Source: an optimization exercise on an open RTL-to-GDS flow (aim: small area, a short achievable clock period and few clock cycles). Production flows keep margins and buffers that such runs may drop. Only simulation tests tie the RTL to the original design; equivalence was not proved. No activity file was given, so power comes from the tool's default toggle rates.

==> run A <==
==> flow/design.v <==
`timescale 1ns / 1ps
module ALU(
    input  [63:0] A, B,
    input         sub,               
    input         sel_add, sel_and, sel_or, sel_xor, sel_sh,
    input         sh_left, sh_arith,
    output [63:0] result,
    output [63:0] sum
);
    wire [63:0] bx  = sub ? ~B : B;
    assign sum = A + bx + {63'd0, sub};
    wire [63:0] sin;
    wire [63:0] sout;
    genvar i;
    generate for (i = 0; i < 64; i = i + 1) begin : rev
        assign sin[i] = sh_left ? A[63-i] : A[i];
    end endgenerate
    wire        fill = sh_arith & A[63];
    wire [63:0] r = $signed({fill, sin}) >>> B[5:0];
    assign sout = r;
    wire [63:0] shres;
    generate for (i = 0; i < 64; i = i + 1) begin : rev2
        assign shres[i] = sh_left ? sout[63-i] : sout[i];
    end endgenerate
    assign result = ({64{sel_add}} & sum)
                  | ({64{sel_and}} & (A & B))
                  | ({64{sel_or}}  & (A | B))
                  | ({64{sel_xor}} & (A ^ B))
                  | ({64{sel_sh}}  & shres);
endmodule
module CMP(
    input  [63:0] A, B,
    output        eq, lt
);
    wire [63:0] l0, e0;
    genvar i, k;
    generate for (i = 0; i < 64; i = i + 1) begin : bit0
        if (i == 63) begin : s
            assign l0[i] = A[i] & ~B[i];
        end else begin : u
            assign l0[i] = ~A[i] & B[i];
        end
        assign e0[i] = ~(A[i] ^ B[i]);
    end endgenerate
    wire [31:0] l1, e1;
    wire [15:0] l2, e2;
    wire [7:0]  l3, e3;
    wire [3:0]  l4, e4;
    wire [1:0]  l5, e5;
    generate
        for (k = 0; k < 32; k = k + 1) begin : g1
            assign l1[k] = l0[2*k+1] | (e0[2*k+1] & l0[2*k]);
            assign e1[k] = e0[2*k+1] & e0[2*k];
        end
        for (k = 0; k < 16; k = k + 1) begin : g2
            assign l2[k] = l1[2*k+1] | (e1[2*k+1] & l1[2*k]);
            assign e2[k] = e1[2*k+1] & e1[2*k];
        end
        for (k = 0; k < 8; k = k + 1) begin : g3
            assign l3[k] = l2[2*k+1] | (e2[2*k+1] & l2[2*k]);
            assign e3[k] = e2[2*k+1] & e2[2*k];
        end
        for (k = 0; k < 4; k = k + 1) begin : g4
            assign l4[k] = l3[2*k+1] | (e3[2*k+1] & l3[2*k]);
            assign e4[k] = e3[2*k+1] & e3[2*k];
        end
        for (k = 0; k < 2; k = k + 1) begin : g5
            assign l5[k] = l4[2*k+1] | (e4[2*k+1] & l4[2*k]);
            assign e5[k] = e4[2*k+1] & e4[2*k];
        end
    endgenerate
    assign lt = l5[1] | (e5[1] & l5[0]);
    assign eq = e5[1] & e5[0];
endmodule
`timescale 1ns / 1ps
module REG_FILE(input clk,input [4:0] RA1, RA2, WA,input [63:0] WD,input W_EN,output reg [63:0] RD1,RD2);
    reg [63:0] reg_array [31:1];
    integer i;
    always @(*) begin
        RD1 = 64'd0;
        RD2 = 64'd0;
        for (i = 1; i < 32; i = i + 1) begin
            RD1 = RD1 | ({64{RA1 == i}} & reg_array[i]);
            RD2 = RD2 | ({64{RA2 == i}} & reg_array[i]);
        end
    end
    always@(posedge clk) begin
        if(W_EN==1 && WA != 5'b0)
            reg_array[WA] <= WD;
    end
endmodule
`timescale 1ns / 1ps
module PC(
    input             clk, rst,
    input             br_mis,           
    input      [63:0] br_pc,
    input             jalr_mis,         
    input      [63:0] jalr_pc,
    input             hold,             
    input             predict,          
    input      [63:0] predict_pc,
    input      [63:0] pc4,
    output reg [63:0] pc
);
    wire [63:0] seq  = hold ? pc : predict ? predict_pc : pc4;
    wire [63:0] base = jalr_mis ? jalr_pc : seq;
    wire [63:0] nxt  = br_mis ? br_pc : base;
    always @(posedge clk) begin
        if (rst)
            pc <= 64'd0;
        else
            pc <= nxt;
    end
endmodule
`timescale 1ns / 1ps
module DECODER(
    input  [31:0] inst,
    output [63:0] imm,
    output        is_load, is_store, is_branch, is_jal, is_jalr,
    output        wen,                 
    output        use1, use2,          
    output        bsel,                
    output        sub,
    output        sel_add, sel_and, sel_or, sel_xor, sel_sh,
    output        sh_left, sh_arith,
    output        lw
);
    wire [6:0] op = inst[6:0];
    wire [2:0] f3 = inst[14:12];
    wire r_t  = (op == 7'b0110011);
    wire i_t  = (op == 7'b0010011);
    assign is_load   = (op == 7'b0000011);
    assign is_store  = (op == 7'b0100011);
    assign is_branch = (op == 7'b1100011);
    assign is_jalr   = (op == 7'b1100111);
    assign is_jal    = (op == 7'b1101111);
    wire [63:0] imm_i = {{52{inst[31]}}, inst[31:20]};
    wire [63:0] imm_s = {{52{inst[31]}}, inst[31:25], inst[11:7]};
    assign imm = is_store ? imm_s : imm_i;
    assign wen  = (r_t | i_t | is_load | is_jal | is_jalr) & (inst[11:7] != 5'd0);
    assign use1 = ~is_jal;
    assign use2 = r_t | is_store | is_branch;
    assign bsel = ~(r_t | is_branch);
    wire sh   = i_t & (f3 == 3'b001 || f3 == 3'b101);
    wire lxor = (r_t | i_t) & (f3 == 3'b100);
    wire land = r_t & (f3 == 3'b111);
    wire lor  = r_t & (f3 == 3'b110);
    assign sel_sh  = sh;
    assign sel_xor = lxor;
    assign sel_and = land;
    assign sel_or  = lor;
    assign sel_add = ~(sh | lxor | land | lor);
    assign sub      = is_branch | (r_t & (f3 == 3'b000) & (inst[31:25] == 7'b0100000));
    assign sh_left  = (f3 == 3'b001);
    assign sh_arith = (inst[31:26] == 6'b010000);
    assign lw       = (f3 == 3'b010);
endmodule
`timescale 1ns / 1ps
module main(
    input clk,
    input rst,
    output [63:0] imem_addr,
    input  [31:0] imem_rdata,
    output        dmem_we,
    output [63:0] dmem_addr,
    output [63:0] dmem_wdata,
    input  [63:0] dmem_rdata,
    output        wb_en,
    output [4:0]  wb_rd,
    output [63:0] wb_data
);
    reg        e_v;
    reg [63:0] e_a, e_b, e_imm, e_alt;
    reg [4:0]  e_rd;
    reg        e_wen, e_load, e_store, e_jal, e_jalr;
    reg        e_bsel, e_sub, e_add, e_and, e_or, e_xor, e_sh, e_left, e_arith, e_lw;
    reg        e_brv, e_jmis, e_uselt, e_inv;
    reg [63:0] m_res, m_sd;
    reg [4:0]  m_rd;
    reg        m_rfwe, m_load, m_we, m_lw;
    reg [63:0] w_data;
    reg [4:0]  w_rd;
    reg        w_en;
    wire [63:0] pc;
    assign imem_addr = pc;
    wire [31:0] ir    = imem_rdata;
    wire [4:0]  d_rs1 = ir[19:15];
    wire [4:0]  d_rs2 = ir[24:20];
    wire [4:0]  d_rd  = ir[11:7];
    wire [63:0] d_imm;
    wire d_load, d_store, d_branch, d_jal, d_jalr, d_wen, d_use1, d_use2, d_bsel;
    wire d_sub, d_add, d_and, d_or, d_xor, d_sh, d_left, d_arith, d_lw;
    DECODER dec(.inst(ir), .imm(d_imm), .is_load(d_load), .is_store(d_store),
                .is_branch(d_branch), .is_jal(d_jal), .is_jalr(d_jalr), .wen(d_wen),
                .use1(d_use1), .use2(d_use2), .bsel(d_bsel), .sub(d_sub),
                .sel_add(d_add), .sel_and(d_and), .sel_or(d_or), .sel_xor(d_xor),
                .sel_sh(d_sh), .sh_left(d_left), .sh_arith(d_arith), .lw(d_lw));
    wire        rf_we = m_rfwe;
    wire [63:0] m_wdata;
    wire [63:0] rf_a, rf_b;
    REG_FILE rf(.clk(clk), .RA1(d_rs1), .RA2(d_rs2), .WA(m_rd), .WD(m_wdata),
                .W_EN(rf_we), .RD1(rf_a), .RD2(rf_b));
    wire [63:0] d_a = (rf_we && m_rd == d_rs1) ? m_wdata : rf_a;
    wire [63:0] d_b = (rf_we && m_rd == d_rs2) ? m_wdata : rf_b;
    wire stall = e_v & e_load & e_wen &
                 ((d_use1 && e_rd == d_rs1) || (d_use2 && e_rd == d_rs2));
    wire jalr0  = d_jalr & (d_rs1 == 5'd0);
    wire d_pred = d_jal | (d_branch & ir[31]) | jalr0;
    wire [20:0] p_imm = ir[2] ? {ir[31], ir[19:12], ir[20], ir[30:21], 1'b0}
                              : {{8{ir[31]}}, ir[31], ir[7], ir[30:25], ir[11:8], 1'b0};
    wire [21:0] p_lo  = {1'b0, pc[20:0]} + {1'b0, p_imm};
    wire [42:0] pc_hi_inc = pc[63:21] + 43'd1;
    wire [42:0] pc_hi_dec = pc[63:21] - 43'd1;
    wire [42:0] p_hi  = (p_lo[21] & ~ir[31]) ? pc_hi_inc :
                        (~p_lo[21] & ir[31]) ? pc_hi_dec : pc[63:21];
    wire [63:0] d_target = jalr0 ? {{52{ir[31]}}, ir[31:21], 1'b0} : {p_hi, p_lo[20:0]};
    wire [21:0] s_lo  = {1'b0, pc[20:0]} + 22'd4;
    wire [63:0] pc4   = {s_lo[21] ? pc_hi_inc : pc[63:21], s_lo[20:0]};
    wire [63:0] d_alt = (d_branch & ~ir[31]) ? {p_hi, p_lo[20:0]} : pc4;
    reg fwd_m1, fwd_m2;
    wire [63:0] fa = fwd_m1 ? m_res : e_a;
    wire [63:0] fb = fwd_m2 ? m_res : e_b;
    wire [63:0] opb = e_bsel ? e_imm : fb;
    wire [63:0] alu_res, alu_sum;
    ALU alu(.A(fa), .B(opb), .sub(e_sub), .sel_add(e_add), .sel_and(e_and),
            .sel_or(e_or), .sel_xor(e_xor), .sel_sh(e_sh), .sh_left(e_left),
            .sh_arith(e_arith), .result(alu_res), .sum(alu_sum));
    wire        eq, lt;
    CMP cmp(.A(fa), .B(fb), .eq(eq), .lt(lt));
    wire        br_mis = e_brv & (e_inv ^ (e_uselt ? lt : eq));
    wire        mispredict = br_mis | e_jmis;
    wire        link = e_jal | e_jalr;
    PC pcr(.clk(clk), .rst(rst), .br_mis(br_mis), .br_pc(e_alt),
           .jalr_mis(e_jmis), .jalr_pc({alu_sum[63:1], 1'b0}),
           .hold(stall), .predict(d_pred), .predict_pc(d_target), .pc4(pc4), .pc(pc));
    always @(posedge clk) begin
        e_v <= ~rst & ~mispredict & ~stall;
        e_a <= d_a;       e_b <= d_b;      e_imm <= d_imm;  e_alt <= d_alt;
        e_rd <= d_rd;
        fwd_m1 <= e_v & e_wen & (e_rd == d_rs1);
        fwd_m2 <= e_v & e_wen & (e_rd == d_rs2);
        e_wen <= d_wen;   e_load <= d_load; e_store <= d_store;
        e_jal <= d_jal; e_jalr <= d_jalr;
        e_bsel <= d_bsel; e_sub <= d_sub;  e_add <= d_add;  e_and <= d_and;
        e_or <= d_or;     e_xor <= d_xor;  e_sh <= d_sh;    e_left <= d_left;
        e_arith <= d_arith; e_lw <= d_lw;
        e_brv  <= ~rst & ~mispredict & ~stall & d_branch;
        e_jmis <= ~rst & ~mispredict & ~stall & d_jalr & ~jalr0;
        e_uselt <= ir[14];
        e_inv  <= ir[12] ^ d_pred;
    end
    always @(posedge clk) begin
        m_res   <= link ? e_alt : alu_res;
        m_sd    <= fb;
        m_rd    <= e_rd;
        m_rfwe  <= ~rst & e_v & e_wen;
        m_load  <= e_load;
        m_we    <= ~rst & e_v & e_store;
        m_lw    <= e_lw;
    end
    assign dmem_addr  = m_res;
    assign dmem_we    = m_we;
    assign dmem_wdata = m_sd;
    wire [31:0] word    = m_res[2] ? dmem_rdata[63:32] : dmem_rdata[31:0];
    wire [63:0] ld_data = m_lw ? {{32{word[31]}}, word} : dmem_rdata;
    assign m_wdata = m_load ? ld_data : m_res;
    always @(posedge clk) begin
        w_data <= m_wdata;
        w_rd   <= m_rd;
        w_en   <= ~rst & m_rfwe;
    end
    assign wb_en   = w_en;
    assign wb_rd   = w_rd;
    assign wb_data = w_data;
endmodule
==> flow/run.sh <==
#!/bin/bash
# synth_recipe.tcl (not shown) runs the flow's synth.tcl, then flattens the netlist and writes it again
# the make line also repeats each setting of config.mk as NAME=value (left out here)
make -C /OpenROAD-flow-scripts/flow DESIGN_CONFIG=/design/flow/config.mk WORK_HOME=/design/flow/orfs CLKGATE_MAP_FILE= SYNTH_SCRIPT=/design/flow/synth_recipe.tcl finish
==> flow/config.mk <==
export PLATFORM = sky130hd
export DESIGN_NAME = main
export DESIGN_NICKNAME = main
export VERILOG_FILES = /design/flow/design.v
export SDC_FILE = /design/flow/constraint.sdc
export NUM_CORES = 4
export LEC_CHECK = 0
export CAP_MARGIN = 20
export CORE_MARGIN = 2
export CORE_UTILIZATION = 35
export PLACE_DENSITY = 0.45
export SETUP_SLACK_MARGIN = 5
export SLEW_MARGIN = 20
==> flow/constraint.sdc <==
create_clock -name core_clock -period 10.0 [get_ports {clk}]
set_input_delay 2.0000 -clock core_clock [delete_from_list [all_inputs] [get_ports {clk}]]
set_output_delay 2.0000 -clock core_clock [all_outputs]
set_load 0.01 [all_outputs]
==> run X: changes against run A <==
==> flow/flow/run.sh (new file) <==
#!/bin/bash
set -euo pipefail
bash standard.sh SETUP_SLACK_MARGIN=6.4 finish > flow_make.log 2>&1
==> flow/standard.sh (new file) <==
#!/bin/bash
# synth_recipe.tcl (not shown) runs the flow's synth.tcl, then flattens the netlist and writes it again
# the make line also repeats each setting of config.mk as NAME=value (left out here)
make -C /OpenROAD-flow-scripts/flow DESIGN_CONFIG=/design/flow/config.mk WORK_HOME=/design/flow/orfs CLKGATE_MAP_FILE= SYNTH_SCRIPT=/design/flow/synth_recipe.tcl "${@:-finish}"
--- a/flow/config.mk
+++ b/flow/config.mk
@@ -8,6 +8,6 @@
 export CAP_MARGIN = 20
 export CORE_MARGIN = 2
-export CORE_UTILIZATION = 35
-export PLACE_DENSITY = 0.45
+export CORE_UTILIZATION = 28
+export PLACE_DENSITY = 0.38
 export SETUP_SLACK_MARGIN = 5
 export SLEW_MARGIN = 20
removed: flow/run.sh
==> run R: changes against run A <==
--- a/flow/design.v
+++ b/flow/design.v
@@ -8,6 +8,5 @@
     output [63:0] sum
 );
-    wire [63:0] bx  = sub ? ~B : B;
-    assign sum = A + bx + {63'd0, sub};
+    assign sum = A + B + {63'd0, sub};
     wire [63:0] sin;
     wire [63:0] sout;
@@ -38,8 +37,9 @@
         if (i == 63) begin : s
             assign l0[i] = A[i] & ~B[i];
+            assign e0[i] = A[i] | ~B[i];
         end else begin : u
             assign l0[i] = ~A[i] & B[i];
-        end
-        assign e0[i] = ~(A[i] ^ B[i]);
+            assign e0[i] = ~A[i] | B[i];
+        end
     end endgenerate
     wire [31:0] l1, e1;
@@ -51,25 +51,27 @@
         for (k = 0; k < 32; k = k + 1) begin : g1
             assign l1[k] = l0[2*k+1] | (e0[2*k+1] & l0[2*k]);
-            assign e1[k] = e0[2*k+1] & e0[2*k];
+            assign e1[k] = l0[2*k+1] | (e0[2*k+1] & e0[2*k]);
         end
         for (k = 0; k < 16; k = k + 1) begin : g2
             assign l2[k] = l1[2*k+1] | (e1[2*k+1] & l1[2*k]);
-            assign e2[k] = e1[2*k+1] & e1[2*k];
+            assign e2[k] = l1[2*k+1] | (e1[2*k+1] & e1[2*k]);
         end
         for (k = 0; k < 8; k = k + 1) begin : g3
             assign l3[k] = l2[2*k+1] | (e2[2*k+1] & l2[2*k]);
-            assign e3[k] = e2[2*k+1] & e2[2*k];
+            assign e3[k] = l2[2*k+1] | (e2[2*k+1] & e2[2*k]);
         end
         for (k = 0; k < 4; k = k + 1) begin : g4
             assign l4[k] = l3[2*k+1] | (e3[2*k+1] & l3[2*k]);
-            assign e4[k] = e3[2*k+1] & e3[2*k];
+            assign e4[k] = l3[2*k+1] | (e3[2*k+1] & e3[2*k]);
         end
         for (k = 0; k < 2; k = k + 1) begin : g5
             assign l5[k] = l4[2*k+1] | (e4[2*k+1] & l4[2*k]);
-            assign e5[k] = e4[2*k+1] & e4[2*k];
+            assign e5[k] = l4[2*k+1] | (e4[2*k+1] & e4[2*k]);
         end
     endgenerate
+    wire le;
     assign lt = l5[1] | (e5[1] & l5[0]);
-    assign eq = e5[1] & e5[0];
+    assign le = l5[1] | (e5[1] & e5[0]);
+    assign eq = le & ~lt;
 endmodule
 `timescale 1ns / 1ps
@@ -151,5 +153,5 @@
     assign sel_or  = lor;
     assign sel_add = ~(sh | lxor | land | lor);
-    assign sub      = is_branch | (r_t & (f3 == 3'b000) & (inst[31:25] == 7'b0100000));
+    assign sub      = (r_t & (f3 == 3'b000) & (inst[31:25] == 7'b0100000));
     assign sh_left  = (f3 == 3'b001);
     assign sh_arith = (inst[31:26] == 6'b010000);
@@ -171,8 +173,8 @@
 );
     reg        e_v;
-    reg [63:0] e_a, e_b, e_imm, e_alt;
+    reg [63:0] e_a, e_b, e_sd, e_alt;
     reg [4:0]  e_rd;
     reg        e_wen, e_load, e_store, e_jal, e_jalr;
-    reg        e_bsel, e_sub, e_add, e_and, e_or, e_xor, e_sh, e_left, e_arith, e_lw;
+    reg        e_sub, e_add, e_and, e_or, e_xor, e_sh, e_left, e_arith, e_lw;
     reg        e_brv, e_jmis, e_uselt, e_inv;
     reg [63:0] m_res, m_sd;
@@ -203,23 +205,30 @@
     wire [63:0] d_a = (rf_we && m_rd == d_rs1) ? m_wdata : rf_a;
     wire [63:0] d_b = (rf_we && m_rd == d_rs2) ? m_wdata : rf_b;
+    wire fwd_a = e_v & e_wen & (e_rd == d_rs1);
+    wire fwd_b = e_v & e_wen & (e_rd == d_rs2);
+    wire        b_fwd_p = fwd_b & ~d_bsel & ~d_sub;
+    wire        b_fwd_n = fwd_b & ~d_bsel & d_sub;
+    wire [63:0] b_other = d_bsel ? d_imm : d_sub ? ~d_b : d_b;
     wire stall = e_v & e_load & e_wen &
                  ((d_use1 && e_rd == d_rs1) || (d_use2 && e_rd == d_rs2));
     wire jalr0  = d_jalr & (d_rs1 == 5'd0);
     wire d_pred = d_jal | (d_branch & ir[31]) | jalr0;
-    wire [20:0] p_imm = ir[2] ? {ir[31], ir[19:12], ir[20], ir[30:21], 1'b0}
-                              : {{8{ir[31]}}, ir[31], ir[7], ir[30:25], ir[11:8], 1'b0};
-    wire [21:0] p_lo  = {1'b0, pc[20:0]} + {1'b0, p_imm};
+    wire [20:0] imm_j = {ir[31], ir[19:12], ir[20], ir[30:21], 1'b0};
+    wire [20:0] imm_b = {{8{ir[31]}}, ir[31], ir[7], ir[30:25], ir[11:8], 1'b0};
+    wire [21:0] lo_j  = {1'b0, pc[20:0]} + {1'b0, imm_j};
+    wire [21:0] lo_b  = {1'b0, pc[20:0]} + {1'b0, imm_b};
     wire [42:0] pc_hi_inc = pc[63:21] + 43'd1;
     wire [42:0] pc_hi_dec = pc[63:21] - 43'd1;
-    wire [42:0] p_hi  = (p_lo[21] & ~ir[31]) ? pc_hi_inc :
-                        (~p_lo[21] & ir[31]) ? pc_hi_dec : pc[63:21];
-    wire [63:0] d_target = jalr0 ? {{52{ir[31]}}, ir[31:21], 1'b0} : {p_hi, p_lo[20:0]};
+    wire [21:0] p_lo  = ir[2] ? lo_j : lo_b;
+    wire [42:0] hi_c  = ir[31] ? pc[63:21] : pc_hi_inc;     
+    wire [42:0] hi_nc = ir[31] ? pc_hi_dec : pc[63:21];     
+    wire [42:0] p_hi  = p_lo[21] ? hi_c : hi_nc;
+    wire [63:0] tgt_b = {p_hi, p_lo[20:0]};       
+    wire [63:0] d_target = jalr0 ? {{52{ir[31]}}, ir[31:21], 1'b0} : tgt_b;
     wire [21:0] s_lo  = {1'b0, pc[20:0]} + 22'd4;
     wire [63:0] pc4   = {s_lo[21] ? pc_hi_inc : pc[63:21], s_lo[20:0]};
-    wire [63:0] d_alt = (d_branch & ~ir[31]) ? {p_hi, p_lo[20:0]} : pc4;
-    reg fwd_m1, fwd_m2;
-    wire [63:0] fa = fwd_m1 ? m_res : e_a;
-    wire [63:0] fb = fwd_m2 ? m_res : e_b;
-    wire [63:0] opb = e_bsel ? e_imm : fb;
+    wire [63:0] d_alt = (d_branch & ~ir[31]) ? tgt_b : pc4;
+    wire [63:0] fa = e_a;
+    wire [63:0] opb = e_b;
     wire [63:0] alu_res, alu_sum;
     ALU alu(.A(fa), .B(opb), .sub(e_sub), .sel_add(e_add), .sel_and(e_and),
@@ -227,8 +236,9 @@
             .sh_arith(e_arith), .result(alu_res), .sum(alu_sum));
     wire        eq, lt;
-    CMP cmp(.A(fa), .B(fb), .eq(eq), .lt(lt));
+    CMP cmp(.A(fa), .B(e_b), .eq(eq), .lt(lt));
     wire        br_mis = e_brv & (e_inv ^ (e_uselt ? lt : eq));
     wire        mispredict = br_mis | e_jmis;
     wire        link = e_jal | e_jalr;
+    wire [63:0] ex_res = link ? e_alt : alu_res;
     PC pcr(.clk(clk), .rst(rst), .br_mis(br_mis), .br_pc(e_alt),
            .jalr_mis(e_jmis), .jalr_pc({alu_sum[63:1], 1'b0}),
@@ -236,11 +246,12 @@
     always @(posedge clk) begin
         e_v <= ~rst & ~mispredict & ~stall;
-        e_a <= d_a;       e_b <= d_b;      e_imm <= d_imm;  e_alt <= d_alt;
+        e_a <= fwd_a ? ex_res : d_a;
+        e_b <= b_fwd_p ? ex_res : b_fwd_n ? ~ex_res : b_other;
+        e_sd <= fwd_b ? ex_res : d_b;
+        e_alt <= d_alt;
         e_rd <= d_rd;
-        fwd_m1 <= e_v & e_wen & (e_rd == d_rs1);
-        fwd_m2 <= e_v & e_wen & (e_rd == d_rs2);
         e_wen <= d_wen;   e_load <= d_load; e_store <= d_store;
         e_jal <= d_jal; e_jalr <= d_jalr;
-        e_bsel <= d_bsel; e_sub <= d_sub;  e_add <= d_add;  e_and <= d_and;
+        e_sub <= d_sub;  e_add <= d_add;  e_and <= d_and;
         e_or <= d_or;     e_xor <= d_xor;  e_sh <= d_sh;    e_left <= d_left;
         e_arith <= d_arith; e_lw <= d_lw;
@@ -251,6 +262,6 @@
     end
     always @(posedge clk) begin
-        m_res   <= link ? e_alt : alu_res;
-        m_sd    <= fb;
+        m_res   <= ex_res;
+        m_sd    <= e_sd;
         m_rd    <= e_rd;
         m_rfwe  <= ~rst & e_v & e_wen;
==> flow/flow/run.sh (new file) <==
#!/bin/bash
# The standard layout (standard.sh: the standard synthesis, floorplan,
# placement, CTS, routing) at the design's clock and constraints, with:
#  - every port still buffered, with buf_2 rather than the delay cell
#    buffer_ports picks by default;
#  - CTS without dummy loads.
# make's output goes to flow_make.log; each tool's own log is in orfs/logs/.
set -euo pipefail
bash standard.sh SETUP_SLACK_MARGIN=5.5 \
  "BUFFER_PORTS_ARGS=-buffer_cell sky130_fd_sc_hd__buf_2" \
  "CTS_ARGS=-sink_clustering_enable -repair_clock_nets -dont_use_dummy_load" \
  finish > flow_make.log 2>&1
==> flow/standard.sh (new file) <==
#!/bin/bash
# synth_recipe.tcl (not shown) runs the flow's synth.tcl, then flattens the netlist and writes it again
# the make line also repeats each setting of config.mk as NAME=value (left out here)
make -C /OpenROAD-flow-scripts/flow DESIGN_CONFIG=/design/flow/config.mk WORK_HOME=/design/flow/orfs CLKGATE_MAP_FILE= SYNTH_SCRIPT=/design/flow/synth_recipe.tcl "${@:-finish}"
--- a/flow/config.mk
+++ b/flow/config.mk
@@ -8,6 +8,6 @@
 export CAP_MARGIN = 20
 export CORE_MARGIN = 2
-export CORE_UTILIZATION = 35
-export PLACE_DENSITY = 0.45
+export CORE_UTILIZATION = 38
+export PLACE_DENSITY = 0.5
 export SETUP_SLACK_MARGIN = 5
 export SLEW_MARGIN = 20
removed: flow/run.sh
==> summary.md <==
### Place
• 131000 sq um — placed cell area
• 14337 — cell total after placement

### Outcome
• max-capacitance violations, max-slew violations — violated checks
• finished with violations — status

### Drt
• 320000 microns — routed length on met2
• 52.6 microns — average wire length per cell after detail routing
• 119000 microns — DR WL met3

### Flow run
• 1 — number of max-capacitance violations reported

### Floorplanning
• 207 — Rows

### Global route
• 1000000 microns — first-pass GRT wire length

### STA
• 3 — number of max-slew violations in the final report

### Power
• 0.236 — proportion of power drawn by combinational gates
• 0.000160 V — VDD IR-drop max

### Cells and area
• 70700 sq um — area used by sequential logic in the layout

-- figures above: run R

==> summary.md <==
### Outcome
• complete, no violations — status

### Drt
• 50.3 microns — average wire length per cell after detail routing
• 109000 microns — DR WL met3
• 357000 microns — routed length on met2

### Power
• 0.267 — proportion of power drawn by combinational gates

### Floorplanning
• 240 — Rows

### Place
• 134000 sq um — placed cell area
• 15525 — cell total after placement

### STA
• 0 — number of max-slew violations in the final report

### Cells and area
• 70200 sq um — area used by sequential logic in the layout

### Global route
• 1090000 microns — first-pass GRT wire length

-- figures above: run X

==> summary.md <==
### Floorplanning
• 214 — Rows
• 4536 — tap cells
• 589 microns — Die Y-Extent

### Drt
• 0 — number of remaining DRC errors
• 50.6 microns — average wire length per cell after detail routing

### Power
• 0.356 — part of the power in the clock network
• 0.212 — proportion of power drawn by combinational gates
• 0.000125 V — VDD IR-drop max
• 0.0113 W — power dissipated in the clock network
• registers — Leading power group

### STA
• 0 — number of max-slew violations in the final report

### Place
• 14290 — cell total after placement
• 131000 sq um — placed cell area
• 1.02 — gpl congestion

### Outcome
• complete, no violations — status

### Global route
• 979000 microns — first-pass GRT wire length

### Flow run
• 0 — number of max-capacitance violations reported

-- figures above: run A

Testbench counts of run A, summed over its fixed seeds: cycles 33,171.
Testbench counts of run X, summed over its fixed seeds: cycles 33,171.
Testbench counts of run R, summed over its fixed seeds: cycles 33,171.

re-timing with driven ports:
The results above use ideal ports. As a check the final layouts listed here were re-extracted and re-timed, cells and wires unchanged.
Step 1: set_driving_cell puts a clkbuf_16 on clk and a buf_2 on each other input, an assumption about the parent block.
Step 2 moves the port delays by t, midway between the first and last clock arrival at a register: inputs arrive t later, outputs are due t later. That takes back most of the time a late clock gives input paths.
Three values: ideal, step 1, step 2; two values: the first two.
run | t (ns) | setup WS [ns] | hold slack, ns
run A | 1.043 | 4.936 / 4.952 / 3.927 | 0.343 / 0.343 / 0.343
run X | 1.074 | 5.472 / 5.472 / 4.506 | 0.325 / 0.325 / 0.325
run R | 1.006 | 5.279 / 5.325 / 4.319 | 0.310 / 0.310 / 0.310
The setup slack of run A, which loses most, moves by +0.016 ns with the drivers and by -1.009 ns with both steps.
